This is an optimization exercise on Yosys and OpenROAD, whose aim is small area, not a production implementation. No functional check of the RTL was part of this run. Power is estimated from default activity; no workload was simulated.

==> flow/design.v <==
`timescale 1ns / 1ps
module globalCounter(count,clk,rst);
input clk;
input rst;
output [4:0]count;
parameter limit = 21;
reg [4:0]countReg;
always@(posedge clk)
begin
	if(rst)
		countReg <= 0;
	else if(countReg == limit)
		countReg <= 0;
	else
		countReg <= countReg + 1;
end
assign count = countReg;
endmodule
module luFactorizer(clk,rst,a11,a12,a13,a14,a21,a22,a23,a24,a25,a31,a32,a33,a34,a35,a36,a41,a42,a43,a44,a45,a46,a47,a52,a53,a54,a55,a56,a57,a58,a63,a64,a65,a66,a67,a68,a74,a75,a76,a77,a78,a85,a86,a87,a88,lL1,lL2,lL3,uL1,uL2,uL3,uL4);
input clk;
input rst;
input [7:0] a11,a12,a13,a14,a21,a22,a23,a24,a25,a31,a32,a33,a34,a35,a36,a41,a42,a43,a44,a45,a46,a47,a52,a53,a54,a55,a56,a57,a58,a63,a64,a65,a66,a67,a68,a74,a75,a76,a77,a78,a85,a86,a87,a88;
output [7:0] lL1,lL2,lL3,uL1,uL2,uL3,uL4;
reg [10:0] jq;
reg first;
always @(posedge clk) jq <= rst ? 11'd0 : {jq[9:0], ~jq[10]};
always @(posedge clk) first <= rst;
wire s0 = (jq[6] & jq[6]) | (~jq[6] & jq[10]);
wire s1 = (jq[6] & ~jq[7]);
wire s2 = (jq[7] & ~jq[8]);
wire s3 = (jq[8] & ~jq[9]);
wire s4 = (jq[9] & ~jq[10]);
wire s5 = (jq[10] & jq[0]);
wire s6 = (~jq[0] & jq[1]);
wire s7 = (~jq[1] & jq[2]);
wire s8 = (~jq[2] & jq[3]);
wire s9 = (~jq[3] & jq[4]);
wire s10 = (~jq[4] & jq[5]);
wire s11 = (~jq[5] & jq[6]);
wire s12 = (~jq[6] & jq[7]);
wire s13 = (~jq[7] & jq[8]);
wire s14 = (~jq[8] & jq[9]);
wire s15 = (~jq[9] & jq[10]);
wire s16 = (~jq[10] & ~jq[0]);
wire s17 = (jq[1] & ~jq[2]);
wire s18 = (jq[2] & ~jq[3]);
wire s19 = (jq[3] & ~jq[4]);
wire s20 = (jq[4] & ~jq[5]);
wire s21 = (jq[5] & ~jq[6]);
wire s22 = (jq[0] & ~jq[1]) | (jq[4] & jq[4]) | (~jq[4] & jq[10]);
wire s23 = (jq[0] & ~jq[3]) | (jq[4] & ~jq[6]) | (jq[7] & ~jq[9]) | (jq[10] & jq[1]) | (~jq[2] & jq[4]) | (~jq[5] & jq[7]) | (~jq[8] & jq[10]);
wire s24 = (jq[5] & jq[5]) | (~jq[5] & jq[10]) | ((~jq[10] & ~jq[0]) & ~first);
wire s25 = (jq[0] & ~jq[1]) | (jq[2] & ~jq[4]) | (jq[5] & ~jq[7]) | (jq[8] & ~jq[10]) | (~jq[0] & jq[2]) | (~jq[3] & jq[5]) | (~jq[6] & jq[8]) | (~jq[9] & jq[10]) | ((~jq[10] & ~jq[0]) & ~first);
wire s26 = ((~jq[10] & ~jq[0]) & first);
wire s27 = (jq[3] & ~jq[5]) | (jq[6] & ~jq[8]) | (jq[9] & jq[0]) | (~jq[1] & jq[3]) | (~jq[4] & jq[6]) | (~jq[7] & jq[9]) | ((~jq[10] & ~jq[0]) & ~first);
wire s28 = (jq[6] & ~jq[8]) | (jq[9] & jq[0]) | (~jq[1] & jq[3]) | (~jq[4] & jq[6]) | (~jq[7] & jq[9]);
wire s29 = (jq[4] & ~jq[5]) | (jq[7] & ~jq[8]) | (jq[10] & jq[0]) | (~jq[2] & jq[3]) | (~jq[5] & jq[6]) | (~jq[8] & jq[9]);
wire s30 = (jq[5] & ~jq[7]) | (jq[8] & ~jq[10]) | (~jq[0] & jq[2]) | (~jq[3] & jq[5]) | (~jq[6] & jq[8]) | (~jq[9] & jq[10]);
wire s31 = (jq[3] & ~jq[4]) | (jq[6] & ~jq[7]) | (jq[9] & ~jq[10]) | (~jq[1] & jq[2]) | (~jq[4] & jq[5]) | (~jq[7] & jq[8]) | ((~jq[10] & ~jq[0]) & ~first);
wire s32 = (jq[4] & ~jq[6]) | (jq[7] & ~jq[9]) | (jq[10] & jq[1]) | (~jq[2] & jq[4]) | (~jq[5] & jq[7]) | (~jq[8] & jq[9]);
wire s33 = (jq[1] & ~jq[3]) | (jq[5] & ~jq[6]) | (jq[8] & ~jq[9]) | (~jq[0] & jq[1]) | (~jq[3] & jq[4]) | (~jq[6] & jq[7]) | (~jq[9] & jq[10]);
wire s34 = (jq[3] & ~jq[5]) | (jq[6] & ~jq[8]) | (jq[9] & jq[0]) | (~jq[1] & jq[3]) | (~jq[4] & jq[6]) | (~jq[7] & jq[8]);
wire s35 = (jq[6] & ~jq[7]) | (jq[9] & ~jq[10]) | (~jq[1] & jq[2]) | (~jq[4] & jq[5]) | (~jq[7] & jq[8]);
wire s36 = (jq[5] & ~jq[6]) | (jq[8] & ~jq[9]) | (~jq[0] & jq[1]) | (~jq[3] & jq[4]) | (~jq[6] & jq[7]) | (~jq[9] & jq[10]);
wire s37 = (jq[0] & ~jq[1]) | (jq[4] & ~jq[5]) | (jq[7] & ~jq[8]) | (jq[10] & jq[0]) | (~jq[2] & jq[3]) | (~jq[5] & jq[6]) | (~jq[8] & jq[9]);
wire s38 = (jq[2] & ~jq[4]) | (jq[6] & ~jq[7]) | (jq[9] & ~jq[10]) | (~jq[1] & jq[2]) | (~jq[4] & jq[5]) | (~jq[7] & jq[8]) | ((~jq[10] & ~jq[0]) & ~first);
reg [7:0] ACC1;
reg [7:0] ACC2;
reg [7:0] ACC3;
reg [7:0] H7;
reg [7:0] HZ6;
reg [7:0] HZ8;
reg [7:0] HZ9;
reg [7:0] YA;
reg [7:0] YB;
reg [7:0] YC;
wire [7:0] U1_x = ({8{s0}} & H7);
wire [7:0] U1_y = YB;
wire [7:0] U1_zi = ({8{s1}} & ~a24) | ({8{s2}} & ~a34) | ({8{s3}} & ~a44) | ({8{s4}} & ~a35) | ({8{s5}} & ~a45) | ({8{s6}} & ~a55) | ({8{s7}} & ~a46) | ({8{s8}} & ~a56) | ({8{s9}} & ~a66) | ({8{s10}} & ~a57) | ({8{s11}} & ~a67) | ({8{s12}} & ~a77) | ({8{s13}} & ~a68) | ({8{s14}} & ~a78) | ({8{s15}} & ~a88) | ({8{s16}} & ~a11) | ({8{s17}} & ~a12) | ({8{s18}} & ~a22) | ({8{s19}} & ~a13) | ({8{s20}} & ~a23) | ({8{s21}} & ~a33);
wire U1_n = 1'b1;
wire [7:0] U1_r;
wire U1_w1 = U1_zi[0] ^ (U1_x[0] & U1_y[0]); wire U1_w2 = U1_zi[0] & (U1_x[0] & U1_y[0]);
assign U1_r[0] = U1_w1;
wire U1_w3 = U1_zi[1] ^ (U1_x[0] & U1_y[1]) ^ (U1_x[1] & U1_y[0]); wire U1_w4 = (U1_zi[1] & (U1_x[0] & U1_y[1])) | (U1_zi[1] & (U1_x[1] & U1_y[0])) | ((U1_x[0] & U1_y[1]) & (U1_x[1] & U1_y[0]));
wire U1_w5 = U1_w2 ^ U1_w3; wire U1_w6 = U1_w2 & U1_w3;
assign U1_r[1] = U1_w5;
wire U1_w7 = U1_zi[2] ^ (U1_x[0] & U1_y[2]) ^ (U1_x[1] & U1_y[1]); wire U1_w8 = (U1_zi[2] & (U1_x[0] & U1_y[2])) | (U1_zi[2] & (U1_x[1] & U1_y[1])) | ((U1_x[0] & U1_y[2]) & (U1_x[1] & U1_y[1]));
wire U1_w9 = (U1_x[2] & U1_y[0]) ^ U1_w4 ^ U1_w7; wire U1_w10 = ((U1_x[2] & U1_y[0]) & U1_w4) | ((U1_x[2] & U1_y[0]) & U1_w7) | (U1_w4 & U1_w7);
wire U1_w11 = U1_w6 ^ U1_w9; wire U1_w12 = U1_w6 & U1_w9;
assign U1_r[2] = U1_w11;
wire U1_w13 = U1_zi[3] ^ (U1_x[0] & U1_y[3]) ^ (U1_x[1] & U1_y[2]); wire U1_w14 = (U1_zi[3] & (U1_x[0] & U1_y[3])) | (U1_zi[3] & (U1_x[1] & U1_y[2])) | ((U1_x[0] & U1_y[3]) & (U1_x[1] & U1_y[2]));
wire U1_w15 = (U1_x[2] & U1_y[1]) ^ (U1_x[3] & U1_y[0]) ^ U1_w8; wire U1_w16 = ((U1_x[2] & U1_y[1]) & (U1_x[3] & U1_y[0])) | ((U1_x[2] & U1_y[1]) & U1_w8) | ((U1_x[3] & U1_y[0]) & U1_w8);
wire U1_w17 = U1_w13 ^ U1_w10 ^ U1_w15; wire U1_w18 = (U1_w13 & U1_w10) | (U1_w13 & U1_w15) | (U1_w10 & U1_w15);
wire U1_w19 = U1_w12 ^ U1_w17; wire U1_w20 = U1_w12 & U1_w17;
assign U1_r[3] = U1_w19;
wire U1_w21 = U1_zi[4] ^ (U1_x[0] & U1_y[4]) ^ (U1_x[1] & U1_y[3]); wire U1_w22 = (U1_zi[4] & (U1_x[0] & U1_y[4])) | (U1_zi[4] & (U1_x[1] & U1_y[3])) | ((U1_x[0] & U1_y[4]) & (U1_x[1] & U1_y[3]));
wire U1_w23 = (U1_x[2] & U1_y[2]) ^ (U1_x[3] & U1_y[1]) ^ (U1_x[4] & U1_y[0]); wire U1_w24 = ((U1_x[2] & U1_y[2]) & (U1_x[3] & U1_y[1])) | ((U1_x[2] & U1_y[2]) & (U1_x[4] & U1_y[0])) | ((U1_x[3] & U1_y[1]) & (U1_x[4] & U1_y[0]));
wire U1_w25 = U1_w14 ^ U1_w21 ^ U1_w23; wire U1_w26 = (U1_w14 & U1_w21) | (U1_w14 & U1_w23) | (U1_w21 & U1_w23);
wire U1_w27 = U1_w16 ^ U1_w25 ^ U1_w18; wire U1_w28 = (U1_w16 & U1_w25) | (U1_w16 & U1_w18) | (U1_w25 & U1_w18);
wire U1_w29 = U1_w20 ^ U1_w27; wire U1_w30 = U1_w20 & U1_w27;
assign U1_r[4] = U1_w29;
wire U1_w31 = U1_zi[5] ^ (U1_x[0] & U1_y[5]) ^ (U1_x[1] & U1_y[4]); wire U1_w32 = (U1_zi[5] & (U1_x[0] & U1_y[5])) | (U1_zi[5] & (U1_x[1] & U1_y[4])) | ((U1_x[0] & U1_y[5]) & (U1_x[1] & U1_y[4]));
wire U1_w33 = (U1_x[2] & U1_y[3]) ^ (U1_x[3] & U1_y[2]) ^ (U1_x[4] & U1_y[1]); wire U1_w34 = ((U1_x[2] & U1_y[3]) & (U1_x[3] & U1_y[2])) | ((U1_x[2] & U1_y[3]) & (U1_x[4] & U1_y[1])) | ((U1_x[3] & U1_y[2]) & (U1_x[4] & U1_y[1]));
wire U1_w35 = (U1_x[5] & U1_y[0]) ^ U1_w22 ^ U1_w24; wire U1_w36 = ((U1_x[5] & U1_y[0]) & U1_w22) | ((U1_x[5] & U1_y[0]) & U1_w24) | (U1_w22 & U1_w24);
wire U1_w37 = U1_w31 ^ U1_w33 ^ U1_w26; wire U1_w38 = (U1_w31 & U1_w33) | (U1_w31 & U1_w26) | (U1_w33 & U1_w26);
wire U1_w39 = U1_w35 ^ U1_w37 ^ U1_w28; wire U1_w40 = (U1_w35 & U1_w37) | (U1_w35 & U1_w28) | (U1_w37 & U1_w28);
wire U1_w41 = U1_w30 ^ U1_w39; wire U1_w42 = U1_w30 & U1_w39;
assign U1_r[5] = U1_w41;
wire U1_w43 = U1_zi[6] ^ (U1_x[0] & U1_y[6]) ^ (U1_x[1] & U1_y[5]); wire U1_w44 = (U1_zi[6] & (U1_x[0] & U1_y[6])) | (U1_zi[6] & (U1_x[1] & U1_y[5])) | ((U1_x[0] & U1_y[6]) & (U1_x[1] & U1_y[5]));
wire U1_w45 = (U1_x[2] & U1_y[4]) ^ (U1_x[3] & U1_y[3]) ^ (U1_x[4] & U1_y[2]); wire U1_w46 = ((U1_x[2] & U1_y[4]) & (U1_x[3] & U1_y[3])) | ((U1_x[2] & U1_y[4]) & (U1_x[4] & U1_y[2])) | ((U1_x[3] & U1_y[3]) & (U1_x[4] & U1_y[2]));
wire U1_w47 = (U1_x[5] & U1_y[1]) ^ (U1_x[6] & U1_y[0]) ^ U1_w32; wire U1_w48 = ((U1_x[5] & U1_y[1]) & (U1_x[6] & U1_y[0])) | ((U1_x[5] & U1_y[1]) & U1_w32) | ((U1_x[6] & U1_y[0]) & U1_w32);
wire U1_w49 = U1_w34 ^ U1_w43 ^ U1_w45; wire U1_w50 = (U1_w34 & U1_w43) | (U1_w34 & U1_w45) | (U1_w43 & U1_w45);
wire U1_w51 = U1_w36 ^ U1_w47 ^ U1_w49; wire U1_w52 = (U1_w36 & U1_w47) | (U1_w36 & U1_w49) | (U1_w47 & U1_w49);
wire U1_w53 = U1_w38 ^ U1_w51 ^ U1_w40; wire U1_w54 = (U1_w38 & U1_w51) | (U1_w38 & U1_w40) | (U1_w51 & U1_w40);
wire U1_w55 = U1_w42 ^ U1_w53; wire U1_w56 = U1_w42 & U1_w53;
assign U1_r[6] = U1_w55;
wire U1_w57 = U1_zi[7] ^ (U1_x[0] & U1_y[7]) ^ (U1_x[1] & U1_y[6]);
wire U1_w58 = (U1_x[2] & U1_y[5]) ^ (U1_x[3] & U1_y[4]) ^ (U1_x[4] & U1_y[3]);
wire U1_w59 = (U1_x[5] & U1_y[2]) ^ (U1_x[6] & U1_y[1]) ^ (U1_x[7] & U1_y[0]);
wire U1_w60 = U1_w44 ^ U1_w46 ^ U1_w57;
wire U1_w61 = U1_w58 ^ U1_w59 ^ U1_w48;
wire U1_w62 = U1_w50 ^ U1_w60 ^ U1_w61;
wire U1_w63 = U1_w52 ^ U1_w62 ^ U1_w54;
wire U1_w64 = U1_w56 ^ U1_w63;
assign U1_r[7] = U1_w64;
wire [7:0] U1_o = U1_r ^ {8{U1_n}};
wire [7:0] U2_x = ({8{s22}} & HZ8);
wire [7:0] U2_y = YA;
wire [7:0] U2_zi = ({8{s23}} & ~ACC3) | ({8{s1}} & ~a42) | ({8{s4}} & ~a53) | ({8{s7}} & ~a64) | ({8{s10}} & ~a75) | ({8{s13}} & ~a86) | ({8{s19}} & ~a31);
wire U2_n = 1'b1;
wire [7:0] U2_r;
wire U2_w1 = U2_zi[0] ^ (U2_x[0] & U2_y[0]); wire U2_w2 = U2_zi[0] & (U2_x[0] & U2_y[0]);
assign U2_r[0] = U2_w1;
wire U2_w3 = U2_zi[1] ^ (U2_x[0] & U2_y[1]) ^ (U2_x[1] & U2_y[0]); wire U2_w4 = (U2_zi[1] & (U2_x[0] & U2_y[1])) | (U2_zi[1] & (U2_x[1] & U2_y[0])) | ((U2_x[0] & U2_y[1]) & (U2_x[1] & U2_y[0]));
wire U2_w5 = U2_w2 ^ U2_w3; wire U2_w6 = U2_w2 & U2_w3;
assign U2_r[1] = U2_w5;
wire U2_w7 = U2_zi[2] ^ (U2_x[0] & U2_y[2]) ^ (U2_x[1] & U2_y[1]); wire U2_w8 = (U2_zi[2] & (U2_x[0] & U2_y[2])) | (U2_zi[2] & (U2_x[1] & U2_y[1])) | ((U2_x[0] & U2_y[2]) & (U2_x[1] & U2_y[1]));
wire U2_w9 = (U2_x[2] & U2_y[0]) ^ U2_w4 ^ U2_w7; wire U2_w10 = ((U2_x[2] & U2_y[0]) & U2_w4) | ((U2_x[2] & U2_y[0]) & U2_w7) | (U2_w4 & U2_w7);
wire U2_w11 = U2_w6 ^ U2_w9; wire U2_w12 = U2_w6 & U2_w9;
assign U2_r[2] = U2_w11;
wire U2_w13 = U2_zi[3] ^ (U2_x[0] & U2_y[3]) ^ (U2_x[1] & U2_y[2]); wire U2_w14 = (U2_zi[3] & (U2_x[0] & U2_y[3])) | (U2_zi[3] & (U2_x[1] & U2_y[2])) | ((U2_x[0] & U2_y[3]) & (U2_x[1] & U2_y[2]));
wire U2_w15 = (U2_x[2] & U2_y[1]) ^ (U2_x[3] & U2_y[0]) ^ U2_w8; wire U2_w16 = ((U2_x[2] & U2_y[1]) & (U2_x[3] & U2_y[0])) | ((U2_x[2] & U2_y[1]) & U2_w8) | ((U2_x[3] & U2_y[0]) & U2_w8);
wire U2_w17 = U2_w13 ^ U2_w10 ^ U2_w15; wire U2_w18 = (U2_w13 & U2_w10) | (U2_w13 & U2_w15) | (U2_w10 & U2_w15);
wire U2_w19 = U2_w12 ^ U2_w17; wire U2_w20 = U2_w12 & U2_w17;
assign U2_r[3] = U2_w19;
wire U2_w21 = U2_zi[4] ^ (U2_x[0] & U2_y[4]) ^ (U2_x[1] & U2_y[3]); wire U2_w22 = (U2_zi[4] & (U2_x[0] & U2_y[4])) | (U2_zi[4] & (U2_x[1] & U2_y[3])) | ((U2_x[0] & U2_y[4]) & (U2_x[1] & U2_y[3]));
wire U2_w23 = (U2_x[2] & U2_y[2]) ^ (U2_x[3] & U2_y[1]) ^ (U2_x[4] & U2_y[0]); wire U2_w24 = ((U2_x[2] & U2_y[2]) & (U2_x[3] & U2_y[1])) | ((U2_x[2] & U2_y[2]) & (U2_x[4] & U2_y[0])) | ((U2_x[3] & U2_y[1]) & (U2_x[4] & U2_y[0]));
wire U2_w25 = U2_w14 ^ U2_w21 ^ U2_w23; wire U2_w26 = (U2_w14 & U2_w21) | (U2_w14 & U2_w23) | (U2_w21 & U2_w23);
wire U2_w27 = U2_w16 ^ U2_w25 ^ U2_w18; wire U2_w28 = (U2_w16 & U2_w25) | (U2_w16 & U2_w18) | (U2_w25 & U2_w18);
wire U2_w29 = U2_w20 ^ U2_w27; wire U2_w30 = U2_w20 & U2_w27;
assign U2_r[4] = U2_w29;
wire U2_w31 = U2_zi[5] ^ (U2_x[0] & U2_y[5]) ^ (U2_x[1] & U2_y[4]); wire U2_w32 = (U2_zi[5] & (U2_x[0] & U2_y[5])) | (U2_zi[5] & (U2_x[1] & U2_y[4])) | ((U2_x[0] & U2_y[5]) & (U2_x[1] & U2_y[4]));
wire U2_w33 = (U2_x[2] & U2_y[3]) ^ (U2_x[3] & U2_y[2]) ^ (U2_x[4] & U2_y[1]); wire U2_w34 = ((U2_x[2] & U2_y[3]) & (U2_x[3] & U2_y[2])) | ((U2_x[2] & U2_y[3]) & (U2_x[4] & U2_y[1])) | ((U2_x[3] & U2_y[2]) & (U2_x[4] & U2_y[1]));
wire U2_w35 = (U2_x[5] & U2_y[0]) ^ U2_w22 ^ U2_w24; wire U2_w36 = ((U2_x[5] & U2_y[0]) & U2_w22) | ((U2_x[5] & U2_y[0]) & U2_w24) | (U2_w22 & U2_w24);
wire U2_w37 = U2_w31 ^ U2_w33 ^ U2_w26; wire U2_w38 = (U2_w31 & U2_w33) | (U2_w31 & U2_w26) | (U2_w33 & U2_w26);
wire U2_w39 = U2_w35 ^ U2_w37 ^ U2_w28; wire U2_w40 = (U2_w35 & U2_w37) | (U2_w35 & U2_w28) | (U2_w37 & U2_w28);
wire U2_w41 = U2_w30 ^ U2_w39; wire U2_w42 = U2_w30 & U2_w39;
assign U2_r[5] = U2_w41;
wire U2_w43 = U2_zi[6] ^ (U2_x[0] & U2_y[6]) ^ (U2_x[1] & U2_y[5]); wire U2_w44 = (U2_zi[6] & (U2_x[0] & U2_y[6])) | (U2_zi[6] & (U2_x[1] & U2_y[5])) | ((U2_x[0] & U2_y[6]) & (U2_x[1] & U2_y[5]));
wire U2_w45 = (U2_x[2] & U2_y[4]) ^ (U2_x[3] & U2_y[3]) ^ (U2_x[4] & U2_y[2]); wire U2_w46 = ((U2_x[2] & U2_y[4]) & (U2_x[3] & U2_y[3])) | ((U2_x[2] & U2_y[4]) & (U2_x[4] & U2_y[2])) | ((U2_x[3] & U2_y[3]) & (U2_x[4] & U2_y[2]));
wire U2_w47 = (U2_x[5] & U2_y[1]) ^ (U2_x[6] & U2_y[0]) ^ U2_w32; wire U2_w48 = ((U2_x[5] & U2_y[1]) & (U2_x[6] & U2_y[0])) | ((U2_x[5] & U2_y[1]) & U2_w32) | ((U2_x[6] & U2_y[0]) & U2_w32);
wire U2_w49 = U2_w34 ^ U2_w43 ^ U2_w45; wire U2_w50 = (U2_w34 & U2_w43) | (U2_w34 & U2_w45) | (U2_w43 & U2_w45);
wire U2_w51 = U2_w36 ^ U2_w47 ^ U2_w49; wire U2_w52 = (U2_w36 & U2_w47) | (U2_w36 & U2_w49) | (U2_w47 & U2_w49);
wire U2_w53 = U2_w38 ^ U2_w51 ^ U2_w40; wire U2_w54 = (U2_w38 & U2_w51) | (U2_w38 & U2_w40) | (U2_w51 & U2_w40);
wire U2_w55 = U2_w42 ^ U2_w53; wire U2_w56 = U2_w42 & U2_w53;
assign U2_r[6] = U2_w55;
wire U2_w57 = U2_zi[7] ^ (U2_x[0] & U2_y[7]) ^ (U2_x[1] & U2_y[6]);
wire U2_w58 = (U2_x[2] & U2_y[5]) ^ (U2_x[3] & U2_y[4]) ^ (U2_x[4] & U2_y[3]);
wire U2_w59 = (U2_x[5] & U2_y[2]) ^ (U2_x[6] & U2_y[1]) ^ (U2_x[7] & U2_y[0]);
wire U2_w60 = U2_w44 ^ U2_w46 ^ U2_w57;
wire U2_w61 = U2_w58 ^ U2_w59 ^ U2_w48;
wire U2_w62 = U2_w50 ^ U2_w60 ^ U2_w61;
wire U2_w63 = U2_w52 ^ U2_w62 ^ U2_w54;
wire U2_w64 = U2_w56 ^ U2_w63;
assign U2_r[7] = U2_w64;
wire [7:0] U2_o = U2_r ^ {8{U2_n}};
wire [7:0] U3_x = ({8{s24}} & HZ6);
wire [7:0] U3_y = YC;
wire [7:0] U3_zi = ({8{s25}} & ~ACC1) | ({8{s2}} & ~a43) | ({8{s5}} & ~a54) | ({8{s8}} & ~a65) | ({8{s11}} & ~a76) | ({8{s14}} & ~a87) | ({8{s17}} & ~a21) | ({8{s20}} & ~a32) | ({8{s26}} & 8'hff);
wire U3_n = 1'b1;
wire [7:0] U3_r;
wire U3_w1 = U3_zi[0] ^ (U3_x[0] & U3_y[0]); wire U3_w2 = U3_zi[0] & (U3_x[0] & U3_y[0]);
assign U3_r[0] = U3_w1;
wire U3_w3 = U3_zi[1] ^ (U3_x[0] & U3_y[1]) ^ (U3_x[1] & U3_y[0]); wire U3_w4 = (U3_zi[1] & (U3_x[0] & U3_y[1])) | (U3_zi[1] & (U3_x[1] & U3_y[0])) | ((U3_x[0] & U3_y[1]) & (U3_x[1] & U3_y[0]));
wire U3_w5 = U3_w2 ^ U3_w3; wire U3_w6 = U3_w2 & U3_w3;
assign U3_r[1] = U3_w5;
wire U3_w7 = U3_zi[2] ^ (U3_x[0] & U3_y[2]) ^ (U3_x[1] & U3_y[1]); wire U3_w8 = (U3_zi[2] & (U3_x[0] & U3_y[2])) | (U3_zi[2] & (U3_x[1] & U3_y[1])) | ((U3_x[0] & U3_y[2]) & (U3_x[1] & U3_y[1]));
wire U3_w9 = (U3_x[2] & U3_y[0]) ^ U3_w4 ^ U3_w7; wire U3_w10 = ((U3_x[2] & U3_y[0]) & U3_w4) | ((U3_x[2] & U3_y[0]) & U3_w7) | (U3_w4 & U3_w7);
wire U3_w11 = U3_w6 ^ U3_w9; wire U3_w12 = U3_w6 & U3_w9;
assign U3_r[2] = U3_w11;
wire U3_w13 = U3_zi[3] ^ (U3_x[0] & U3_y[3]) ^ (U3_x[1] & U3_y[2]); wire U3_w14 = (U3_zi[3] & (U3_x[0] & U3_y[3])) | (U3_zi[3] & (U3_x[1] & U3_y[2])) | ((U3_x[0] & U3_y[3]) & (U3_x[1] & U3_y[2]));
wire U3_w15 = (U3_x[2] & U3_y[1]) ^ (U3_x[3] & U3_y[0]) ^ U3_w8; wire U3_w16 = ((U3_x[2] & U3_y[1]) & (U3_x[3] & U3_y[0])) | ((U3_x[2] & U3_y[1]) & U3_w8) | ((U3_x[3] & U3_y[0]) & U3_w8);
wire U3_w17 = U3_w13 ^ U3_w10 ^ U3_w15; wire U3_w18 = (U3_w13 & U3_w10) | (U3_w13 & U3_w15) | (U3_w10 & U3_w15);
wire U3_w19 = U3_w12 ^ U3_w17; wire U3_w20 = U3_w12 & U3_w17;
assign U3_r[3] = U3_w19;
wire U3_w21 = U3_zi[4] ^ (U3_x[0] & U3_y[4]) ^ (U3_x[1] & U3_y[3]); wire U3_w22 = (U3_zi[4] & (U3_x[0] & U3_y[4])) | (U3_zi[4] & (U3_x[1] & U3_y[3])) | ((U3_x[0] & U3_y[4]) & (U3_x[1] & U3_y[3]));
wire U3_w23 = (U3_x[2] & U3_y[2]) ^ (U3_x[3] & U3_y[1]) ^ (U3_x[4] & U3_y[0]); wire U3_w24 = ((U3_x[2] & U3_y[2]) & (U3_x[3] & U3_y[1])) | ((U3_x[2] & U3_y[2]) & (U3_x[4] & U3_y[0])) | ((U3_x[3] & U3_y[1]) & (U3_x[4] & U3_y[0]));
wire U3_w25 = U3_w14 ^ U3_w21 ^ U3_w23; wire U3_w26 = (U3_w14 & U3_w21) | (U3_w14 & U3_w23) | (U3_w21 & U3_w23);
wire U3_w27 = U3_w16 ^ U3_w25 ^ U3_w18; wire U3_w28 = (U3_w16 & U3_w25) | (U3_w16 & U3_w18) | (U3_w25 & U3_w18);
wire U3_w29 = U3_w20 ^ U3_w27; wire U3_w30 = U3_w20 & U3_w27;
assign U3_r[4] = U3_w29;
wire U3_w31 = U3_zi[5] ^ (U3_x[0] & U3_y[5]) ^ (U3_x[1] & U3_y[4]); wire U3_w32 = (U3_zi[5] & (U3_x[0] & U3_y[5])) | (U3_zi[5] & (U3_x[1] & U3_y[4])) | ((U3_x[0] & U3_y[5]) & (U3_x[1] & U3_y[4]));
wire U3_w33 = (U3_x[2] & U3_y[3]) ^ (U3_x[3] & U3_y[2]) ^ (U3_x[4] & U3_y[1]); wire U3_w34 = ((U3_x[2] & U3_y[3]) & (U3_x[3] & U3_y[2])) | ((U3_x[2] & U3_y[3]) & (U3_x[4] & U3_y[1])) | ((U3_x[3] & U3_y[2]) & (U3_x[4] & U3_y[1]));
wire U3_w35 = (U3_x[5] & U3_y[0]) ^ U3_w22 ^ U3_w24; wire U3_w36 = ((U3_x[5] & U3_y[0]) & U3_w22) | ((U3_x[5] & U3_y[0]) & U3_w24) | (U3_w22 & U3_w24);
wire U3_w37 = U3_w31 ^ U3_w33 ^ U3_w26; wire U3_w38 = (U3_w31 & U3_w33) | (U3_w31 & U3_w26) | (U3_w33 & U3_w26);
wire U3_w39 = U3_w35 ^ U3_w37 ^ U3_w28; wire U3_w40 = (U3_w35 & U3_w37) | (U3_w35 & U3_w28) | (U3_w37 & U3_w28);
wire U3_w41 = U3_w30 ^ U3_w39; wire U3_w42 = U3_w30 & U3_w39;
assign U3_r[5] = U3_w41;
wire U3_w43 = U3_zi[6] ^ (U3_x[0] & U3_y[6]) ^ (U3_x[1] & U3_y[5]); wire U3_w44 = (U3_zi[6] & (U3_x[0] & U3_y[6])) | (U3_zi[6] & (U3_x[1] & U3_y[5])) | ((U3_x[0] & U3_y[6]) & (U3_x[1] & U3_y[5]));
wire U3_w45 = (U3_x[2] & U3_y[4]) ^ (U3_x[3] & U3_y[3]) ^ (U3_x[4] & U3_y[2]); wire U3_w46 = ((U3_x[2] & U3_y[4]) & (U3_x[3] & U3_y[3])) | ((U3_x[2] & U3_y[4]) & (U3_x[4] & U3_y[2])) | ((U3_x[3] & U3_y[3]) & (U3_x[4] & U3_y[2]));
wire U3_w47 = (U3_x[5] & U3_y[1]) ^ (U3_x[6] & U3_y[0]) ^ U3_w32; wire U3_w48 = ((U3_x[5] & U3_y[1]) & (U3_x[6] & U3_y[0])) | ((U3_x[5] & U3_y[1]) & U3_w32) | ((U3_x[6] & U3_y[0]) & U3_w32);
wire U3_w49 = U3_w34 ^ U3_w43 ^ U3_w45; wire U3_w50 = (U3_w34 & U3_w43) | (U3_w34 & U3_w45) | (U3_w43 & U3_w45);
wire U3_w51 = U3_w36 ^ U3_w47 ^ U3_w49; wire U3_w52 = (U3_w36 & U3_w47) | (U3_w36 & U3_w49) | (U3_w47 & U3_w49);
wire U3_w53 = U3_w38 ^ U3_w51 ^ U3_w40; wire U3_w54 = (U3_w38 & U3_w51) | (U3_w38 & U3_w40) | (U3_w51 & U3_w40);
wire U3_w55 = U3_w42 ^ U3_w53; wire U3_w56 = U3_w42 & U3_w53;
assign U3_r[6] = U3_w55;
wire U3_w57 = U3_zi[7] ^ (U3_x[0] & U3_y[7]) ^ (U3_x[1] & U3_y[6]);
wire U3_w58 = (U3_x[2] & U3_y[5]) ^ (U3_x[3] & U3_y[4]) ^ (U3_x[4] & U3_y[3]);
wire U3_w59 = (U3_x[5] & U3_y[2]) ^ (U3_x[6] & U3_y[1]) ^ (U3_x[7] & U3_y[0]);
wire U3_w60 = U3_w44 ^ U3_w46 ^ U3_w57;
wire U3_w61 = U3_w58 ^ U3_w59 ^ U3_w48;
wire U3_w62 = U3_w50 ^ U3_w60 ^ U3_w61;
wire U3_w63 = U3_w52 ^ U3_w62 ^ U3_w54;
wire U3_w64 = U3_w56 ^ U3_w63;
assign U3_r[7] = U3_w64;
wire [7:0] U3_o = U3_r ^ {8{U3_n}};
wire [7:0] U4_x = ({8{s27}} & ACC2) | ({8{s21}} & a41) | ({8{s3}} & a52) | ({8{s6}} & a63) | ({8{s9}} & a74) | ({8{s12}} & a85);
wire [7:0] U4_y = HZ9;
wire [7:0] U4_r;
assign U4_r[0] = ~(U4_x[0] & U4_y[0]);
wire U4_w1 = 1'b1 ^ ~(U4_x[0] & U4_y[1]) ^ ~(U4_x[1] & U4_y[0]); wire U4_w2 = (1'b1 & ~(U4_x[0] & U4_y[1])) | (1'b1 & ~(U4_x[1] & U4_y[0])) | (~(U4_x[0] & U4_y[1]) & ~(U4_x[1] & U4_y[0]));
assign U4_r[1] = U4_w1;
wire U4_w3 = 1'b1 ^ ~(U4_x[0] & U4_y[2]) ^ ~(U4_x[1] & U4_y[1]); wire U4_w4 = (1'b1 & ~(U4_x[0] & U4_y[2])) | (1'b1 & ~(U4_x[1] & U4_y[1])) | (~(U4_x[0] & U4_y[2]) & ~(U4_x[1] & U4_y[1]));
wire U4_w5 = ~(U4_x[2] & U4_y[0]) ^ U4_w2 ^ U4_w3; wire U4_w6 = (~(U4_x[2] & U4_y[0]) & U4_w2) | (~(U4_x[2] & U4_y[0]) & U4_w3) | (U4_w2 & U4_w3);
assign U4_r[2] = U4_w5;
wire U4_w7 = 1'b1 ^ ~(U4_x[0] & U4_y[3]) ^ ~(U4_x[1] & U4_y[2]); wire U4_w8 = (1'b1 & ~(U4_x[0] & U4_y[3])) | (1'b1 & ~(U4_x[1] & U4_y[2])) | (~(U4_x[0] & U4_y[3]) & ~(U4_x[1] & U4_y[2]));
wire U4_w9 = ~(U4_x[2] & U4_y[1]) ^ ~(U4_x[3] & U4_y[0]) ^ U4_w4; wire U4_w10 = (~(U4_x[2] & U4_y[1]) & ~(U4_x[3] & U4_y[0])) | (~(U4_x[2] & U4_y[1]) & U4_w4) | (~(U4_x[3] & U4_y[0]) & U4_w4);
wire U4_w11 = U4_w7 ^ U4_w6 ^ U4_w9; wire U4_w12 = (U4_w7 & U4_w6) | (U4_w7 & U4_w9) | (U4_w6 & U4_w9);
assign U4_r[3] = U4_w11;
wire U4_w13 = 1'b1 ^ ~(U4_x[0] & U4_y[4]) ^ ~(U4_x[1] & U4_y[3]); wire U4_w14 = (1'b1 & ~(U4_x[0] & U4_y[4])) | (1'b1 & ~(U4_x[1] & U4_y[3])) | (~(U4_x[0] & U4_y[4]) & ~(U4_x[1] & U4_y[3]));
wire U4_w15 = ~(U4_x[2] & U4_y[2]) ^ ~(U4_x[3] & U4_y[1]) ^ ~(U4_x[4] & U4_y[0]); wire U4_w16 = (~(U4_x[2] & U4_y[2]) & ~(U4_x[3] & U4_y[1])) | (~(U4_x[2] & U4_y[2]) & ~(U4_x[4] & U4_y[0])) | (~(U4_x[3] & U4_y[1]) & ~(U4_x[4] & U4_y[0]));
wire U4_w17 = U4_w8 ^ U4_w13 ^ U4_w15; wire U4_w18 = (U4_w8 & U4_w13) | (U4_w8 & U4_w15) | (U4_w13 & U4_w15);
wire U4_w19 = U4_w10 ^ U4_w17 ^ U4_w12; wire U4_w20 = (U4_w10 & U4_w17) | (U4_w10 & U4_w12) | (U4_w17 & U4_w12);
assign U4_r[4] = U4_w19;
wire U4_w21 = 1'b1 ^ ~(U4_x[0] & U4_y[5]) ^ ~(U4_x[1] & U4_y[4]); wire U4_w22 = (1'b1 & ~(U4_x[0] & U4_y[5])) | (1'b1 & ~(U4_x[1] & U4_y[4])) | (~(U4_x[0] & U4_y[5]) & ~(U4_x[1] & U4_y[4]));
wire U4_w23 = ~(U4_x[2] & U4_y[3]) ^ ~(U4_x[3] & U4_y[2]) ^ ~(U4_x[4] & U4_y[1]); wire U4_w24 = (~(U4_x[2] & U4_y[3]) & ~(U4_x[3] & U4_y[2])) | (~(U4_x[2] & U4_y[3]) & ~(U4_x[4] & U4_y[1])) | (~(U4_x[3] & U4_y[2]) & ~(U4_x[4] & U4_y[1]));
wire U4_w25 = ~(U4_x[5] & U4_y[0]) ^ U4_w14 ^ U4_w16; wire U4_w26 = (~(U4_x[5] & U4_y[0]) & U4_w14) | (~(U4_x[5] & U4_y[0]) & U4_w16) | (U4_w14 & U4_w16);
wire U4_w27 = U4_w21 ^ U4_w23 ^ U4_w18; wire U4_w28 = (U4_w21 & U4_w23) | (U4_w21 & U4_w18) | (U4_w23 & U4_w18);
wire U4_w29 = U4_w25 ^ U4_w27 ^ U4_w20; wire U4_w30 = (U4_w25 & U4_w27) | (U4_w25 & U4_w20) | (U4_w27 & U4_w20);
assign U4_r[5] = U4_w29;
wire U4_w31 = 1'b1 ^ ~(U4_x[0] & U4_y[6]) ^ ~(U4_x[1] & U4_y[5]); wire U4_w32 = (1'b1 & ~(U4_x[0] & U4_y[6])) | (1'b1 & ~(U4_x[1] & U4_y[5])) | (~(U4_x[0] & U4_y[6]) & ~(U4_x[1] & U4_y[5]));
wire U4_w33 = ~(U4_x[2] & U4_y[4]) ^ ~(U4_x[3] & U4_y[3]) ^ ~(U4_x[4] & U4_y[2]); wire U4_w34 = (~(U4_x[2] & U4_y[4]) & ~(U4_x[3] & U4_y[3])) | (~(U4_x[2] & U4_y[4]) & ~(U4_x[4] & U4_y[2])) | (~(U4_x[3] & U4_y[3]) & ~(U4_x[4] & U4_y[2]));
wire U4_w35 = ~(U4_x[5] & U4_y[1]) ^ ~(U4_x[6] & U4_y[0]) ^ U4_w22; wire U4_w36 = (~(U4_x[5] & U4_y[1]) & ~(U4_x[6] & U4_y[0])) | (~(U4_x[5] & U4_y[1]) & U4_w22) | (~(U4_x[6] & U4_y[0]) & U4_w22);
wire U4_w37 = U4_w24 ^ U4_w31 ^ U4_w33; wire U4_w38 = (U4_w24 & U4_w31) | (U4_w24 & U4_w33) | (U4_w31 & U4_w33);
wire U4_w39 = U4_w26 ^ U4_w35 ^ U4_w37; wire U4_w40 = (U4_w26 & U4_w35) | (U4_w26 & U4_w37) | (U4_w35 & U4_w37);
wire U4_w41 = U4_w28 ^ U4_w39 ^ U4_w30; wire U4_w42 = (U4_w28 & U4_w39) | (U4_w28 & U4_w30) | (U4_w39 & U4_w30);
assign U4_r[6] = U4_w41;
wire U4_w43 = 1'b1 ^ ~(U4_x[0] & U4_y[7]) ^ ~(U4_x[1] & U4_y[6]);
wire U4_w44 = ~(U4_x[2] & U4_y[5]) ^ ~(U4_x[3] & U4_y[4]) ^ ~(U4_x[4] & U4_y[3]);
wire U4_w45 = ~(U4_x[5] & U4_y[2]) ^ ~(U4_x[6] & U4_y[1]) ^ ~(U4_x[7] & U4_y[0]);
wire U4_w46 = U4_w32 ^ U4_w34 ^ U4_w43;
wire U4_w47 = U4_w44 ^ U4_w45 ^ U4_w36;
wire U4_w48 = U4_w38 ^ U4_w46 ^ U4_w47;
wire U4_w49 = U4_w40 ^ U4_w48 ^ U4_w42;
assign U4_r[7] = U4_w49;
wire [7:0] U4_o = ~U4_r;
always @(posedge clk) ACC1 <= U1_o;
always @(posedge clk) ACC2 <= U2_o;
always @(posedge clk) ACC3 <= U3_o;
wire [7:0] H7_d = ({8{s21}} & a14) | ({8{s3}} & a25) | ({8{s6}} & a36) | ({8{s9}} & a47) | ({8{s12}} & a58);
wire H7_en = ~s28;
always @(posedge clk) if (H7_en) H7 <= H7_d;
wire [7:0] HZ6_d = ({8{s29}} & ACC1);
wire HZ6_en = ~s30;
always @(posedge clk) if (HZ6_en) HZ6 <= HZ6_d;
wire [7:0] HZ8_d = ({8{s31}} & ACC3);
wire HZ8_en = ~s32;
always @(posedge clk) if (HZ8_en) HZ8 <= HZ8_d;
wire [7:0] HZ9_d = ({8{s33}} & ACC2);
wire HZ9_en = ~s34;
always @(posedge clk) if (HZ9_en) HZ9 <= HZ9_d;
always @(posedge clk) YA <= U4_o;
always @(posedge clk) YB <= YC;
always @(posedge clk) YC <= YA;
wire [7:0] lL1_w = ({8{s35}} & YA);
assign lL1 = lL1_w;
wire [7:0] lL2_w = ({8{s36}} & YA);
assign lL2 = lL2_w;
wire [7:0] lL3_w = ({8{s37}} & YA);
assign lL3 = lL3_w;
wire [7:0] uL1_w = ({8{s38}} & HZ9);
assign uL1 = uL1_w;
wire [7:0] uL2_w = ({8{s37}} & HZ8);
assign uL2 = uL2_w;
wire [7:0] uL3_w = ({8{s36}} & HZ6);
assign uL3 = uL3_w;
wire [7:0] uL4_w = ({8{s35}} & H7);
assign uL4 = uL4_w;
endmodule
==> flow/flow/run.sh <==
#!/bin/bash
set -euo pipefail
cd "$(dirname "$0")/.."
bash standard.sh BUFFER_PORTS_ARGS="-buffer_cell sky130_fd_sc_hd__buf_1" finish > make_finish.log 2>&1
==> flow/standard.sh <==
#!/bin/bash
# synth_recipe.tcl (not shown) runs the flow's synth.tcl, then flattens the netlist and writes it again
# the make line also repeats each setting of config.mk as NAME=value (left out here)
make -C /OpenROAD-flow-scripts/flow DESIGN_CONFIG=/design/flow/config.mk WORK_HOME=/design/flow/orfs CLKGATE_MAP_FILE= SYNTH_SCRIPT=/design/flow/synth_recipe.tcl "${@:-finish}"
==> flow/config.mk <==
export PLATFORM = sky130hd
export DESIGN_NAME = luFactorizer
export DESIGN_NICKNAME = luFactorizer
export VERILOG_FILES = /design/flow/design.v
export SDC_FILE = /design/flow/constraint.sdc
export NUM_CORES = 4
export LEC_CHECK = 0
export CAP_MARGIN = 20
export CORE_MARGIN = 2
export CORE_UTILIZATION = 40
export CTS_BUF_LIST = sky130_fd_sc_hd__clkbuf_8
export SLEW_MARGIN = 20
==> flow/constraint.sdc <==
create_clock -name core_clock -period 8.0 [get_ports {clk}]
set_input_delay 1.6000 -clock core_clock [delete_from_list [all_inputs] [get_ports {clk}]]
set_output_delay 1.6000 -clock core_clock [all_outputs]
set_load 0.01 [all_outputs]
==> out/results.tsv <==
stage	metric	value	unit
pwr	power_frac_clock	0.199	
route	drc	0	
timing	hold_viol	0	
placed_design	io_buffers	409	
placed_design	gp_congestion	0.9695	
timing	fin_skew	0.01158	ns
layout	stdcell_area	10710	sq um
hold_path	hold_depth	0	
critical_path	slowest_stage	dfxtp_1	
synthesis	synth.top_cells.by_area	fa_1, dfxtp_1, edfxtp_1	
clocking	cts_setup_buffers	0	
synthesis	synth.distinct_cells	49	
synthesis	synthesis.nets	1464	
global_routing	grt_remaining_overflow	0	
clocking	cts_resized	0	
timing	final_max_slew_viol_count	0	
clocking	clkTransAtPathRegs	0.10	ns
synthesis	yosys_warnings	1	
layout	area_growth	23.35	%
timing	period_share	0.7958	
timing	setup_violations	0	
layout	final_nets	1848	
route	wire_per_inst	22.63	um
clocking	cts_made_buffers	9	
clocking	insertion_delay	0.38	ns
die	num_rows	53	
clocking	cts_sinks	92	
clocking	clockBufferDepth	2	
critical_path	path_class	reg2reg	
clocking	h-tree-depth	3	
synthesis	async_flop_share	0	
die	pin_count	410	
synthesis	synth_area	8686	sq um
die	fp.dieH	151.4	um
critical_path	cp.required	8.31	ns
critical_path	path_depth	21	
timing	tightest_slew	1.073	ns
synthesis	synth_flop_cell	dfxtp_1	
critical_path	rr_startpoint	jq[0]	
critical_path	cp_data_arrival_time	6.68	ns
critical_path	r2r_slack	1.63	ns
die	fp.dieW	151.4	um
placed_design	dp_hpwl	29890	um
global_routing	grt_first_pass_wirelength	53560	um
timing	period_minus_slack	6.367	ns
hold_path	hp-start	YC[7]	
route	vias_per_cell	5.562	
pwr	swShare	0.3881	
timing	fin_setup_tns	0	ns
flow_run	maxCapViolCount	0	
synthesis	syn_area_per_cell	8.643	sq um
timing	relSlewSlack	0.2834	
pwr	p_int	932.0	uW
route	drt_iter0_markers	788	
die	start_util	0.4106	
critical_path	cp_slowest_stage_delay	0.73	ns
clocking	cts_tree	yes	
critical_path	startpoint_type	flop	
synthesis	yosysTopAreaCellShare	0.1798	
hold_path	min_to	YB[7]	
route	firstDrtPassIters	7	
placed_design	place_area	10510	sq um
clocking	hold_buffers	0	
route	drtAntennaViolNets	0	
run_status	outcome	complete, no violations	
synthesis	synthCells	1005	
pwr	p_leak	4.182	nW
critical_path	critPathBufInv	4	
pwr	p_per_area	142.2	nW/um^2
critical_path	crit_chain	or2_2, o22ai_1, nor4_1, nand3_1, a2111oi_0, buf_4, fa_1, inv_1, fa_1, inv_1, fa_1, fa_1, fa_1, fa_1, inv_1, ha_1, xor2_1, xnor2_1, xnor2_1, xnor2_1, xnor2_1	
synthesis	yosysSeqAreaShare	0.2489	
synthesis	synth_seq_cells	92	
hold_path	hp-class	reg2reg	
timing	fmax	0.1571	GHz
global_routing	grt_pass1_vias	8811	
synthesis	synth_edf_count	32	
critical_path	worstRegToRegCells	21	
clocking	cts_root_buf	clkbuf_8	
synthesis	yosysTopAreaCell	fa_1	
die	die_area	22910	sq um
global_routing	gr-usage-all-layers	0.3249	
critical_path	crit_path_frequent_cell	fa_1	
pwr	switching_power	591.0	uW
global_routing	antenna_found_initial	5	
global_routing	grt_max_degree	31	
pwr	ir_drop	0.00008577	V
critical_path	r2r_end	ACC1[7]	
die	placeableCoreArea	21150	sq um
timing	grt_setup_unrepaired	false	
critical_path	cp_top_family	adder cells	
route	routed_wirelength	37840	um
critical_path	crit_path_end_kind	flop	
pwr	seqPwrFrac	0.480	
pwr	power_frac_comb	0.320	
layout	drive_above_1_share	0.03300	
critical_path	critPathMaxFanout	13	
route	num_vias	9300	
## metrics by stage
| stage | hold slack (ns) | instances | power, mW | worst slack [ns] | util |
|---|---|---|---|---|---|
| finish | 0.3909 | 1672 | 1.523 | 1.633 | 0.5065 |
| global route | 0.3991 | 1669 | 1.615 | 1.227 | 0.5061 |
| CTS | 0.3925 | 1669 | 1.526 | 1.644 | 0.5052 |
| detailed placement | 0.3621 | 1653 | 1.219 | 1.239 | 0.4967 |
| global placement | 0.3686 | 1653 | 1.220 | 1.300 | 0.4967 |
| floorplan | 0.3290 | 1005 | 0.9657 | 1.820 | - |
## final cells by class
cell class	count	area, sq um
clock inverter	7	56.30
clock buffer	9	123.9
fill	2189	10440
timing repair buffer	431	1700
tap	275	344.1
sequential	92	2162
antenna	3	7.507
inverter	97	364.1
multi-input combinational	758	5956
## state kept, by name (all words and copies together) (netlist names)
signal	flops
ACC1	8
ACC3	8
YC	8
YB	8
YA	8
HZ9	8
HZ6	8
HZ8	8
H7	8
jq	11
first	1
ACC2	8
## power by group through the flow
stage	clock network, mW	registers (mW)	logic, mW
finish	0.304	0.732	0.488
global route	0.325	0.744	0.546
CTS	0.308	0.730	0.488
detailed placement	0	0.737	0.482
global placement	0	0.743	0.477
floorplan	0	0.650	0.316
## cell usage after synthesis, types with 2 or more instances
library cell  number
a2111oi_0          3
a21boi_0           2
a21o_1             3
a21oi_1            5
a221o_1            3
a221oi_1           4
a222oi_1           3
a22o_1             2
a22oi_1           27
and2_1            54
and3_1            49
buf_2              7
clkbuf_1          50
dfxtp_1           60
edfxtp_1          32
fa_1              78
ha_1              27
inv_1             97
nand2_1           71
nand2b_1          12
nand3_1           54
nor2_1            52
nor2b_1           59
nor3_1            14
nor4_1            20
o211ai_1           3
o21ai_0           11
o221ai_1           8
o22a_1             2
o22ai_1          118
or2_2              2
or2b_1             3
or3_1              2
xnor2_1           39
xnor3_1            3
xor2_1            13
## placed cells by master (no fill, tap or decap), types with 20 or more instances in the layout
| cell | instances |
|---|---|
| and3_1 | 49 |
| ha_1 | 27 |
| nor2_1 | 52 |
| a22oi_1 | 27 |
| nor2b_1 | 59 |
| inv_1 | 98 |
| nand3_1 | 54 |
| buf_4 | 22 |
| o22ai_1 | 118 |
| edfxtp_1 | 32 |
| nor4_1 | 20 |
| fa_1 | 78 |
| buf_1 | 409 |
| nand2_1 | 71 |
| dfxtp_1 | 60 |
| xnor2_1 | 39 |
| and2_1 | 54 |
## worst max path at each step
stage / from / endpoint / slack, ns
final: jq[0] / ACC1[7] / 1.63
after global routing: jq[5] / ACC1[7] / 1.23
after CTS: a11[2] / ACC1[7] / 1.64
after detailed placement: a11[2] / ACC1[7] / 1.24
after global placement: a11[2] / ACC1[7] / 1.30
after floorplan: jq[9] / ACC3[7] / 1.82
## layer usage
layer	vias up	GRT usage	wire length (um)	part of all wire
met5	-	0	24	0.00063
met4	4	0.1093	1071	0.028
met3	70	0.06506	3575	0.094
met2	553	0.5290	17640	0.47
met1	4391	0.4324	15530	0.41
li1	4282	-	-	-
## logic make-up after synthesis
family	after synthesis	synth area share
buffers and inverters	155	0.06886
AND/OR/NAND/NOR	398	0.2450
AO/OA/AOI/OAI	200	0.1583
adder cells (fa/ha/maj)	105	0.2187
flip-flops	92	0.2489
XOR/XNOR	55	0.06021

==> re-timing with driven ports <==
The results above use ideal ports. As a check the final layout listed here was re-extracted and re-timed, cells and wires unchanged. Step 1, drivers: a clkbuf_16 drives clk and a buf_2 each remaining input, both assumed. Step 2 also shifts input and output timing later by t, the mid clock arrival at the registers, as if the neighbouring blocks saw the same clock. Three values: ideal, step 1, step 2; two values: the first two.
t (ns): 0.417
setup WS [ns]: 1.633 / 1.633 / 1.250
slew at the worst register clock pin (ns): 0.10 / 0.10
After both steps this run still meets setup and hold. The setup slack of this run moves by 0.000 ns with the drivers and by -0.383 ns with both steps.
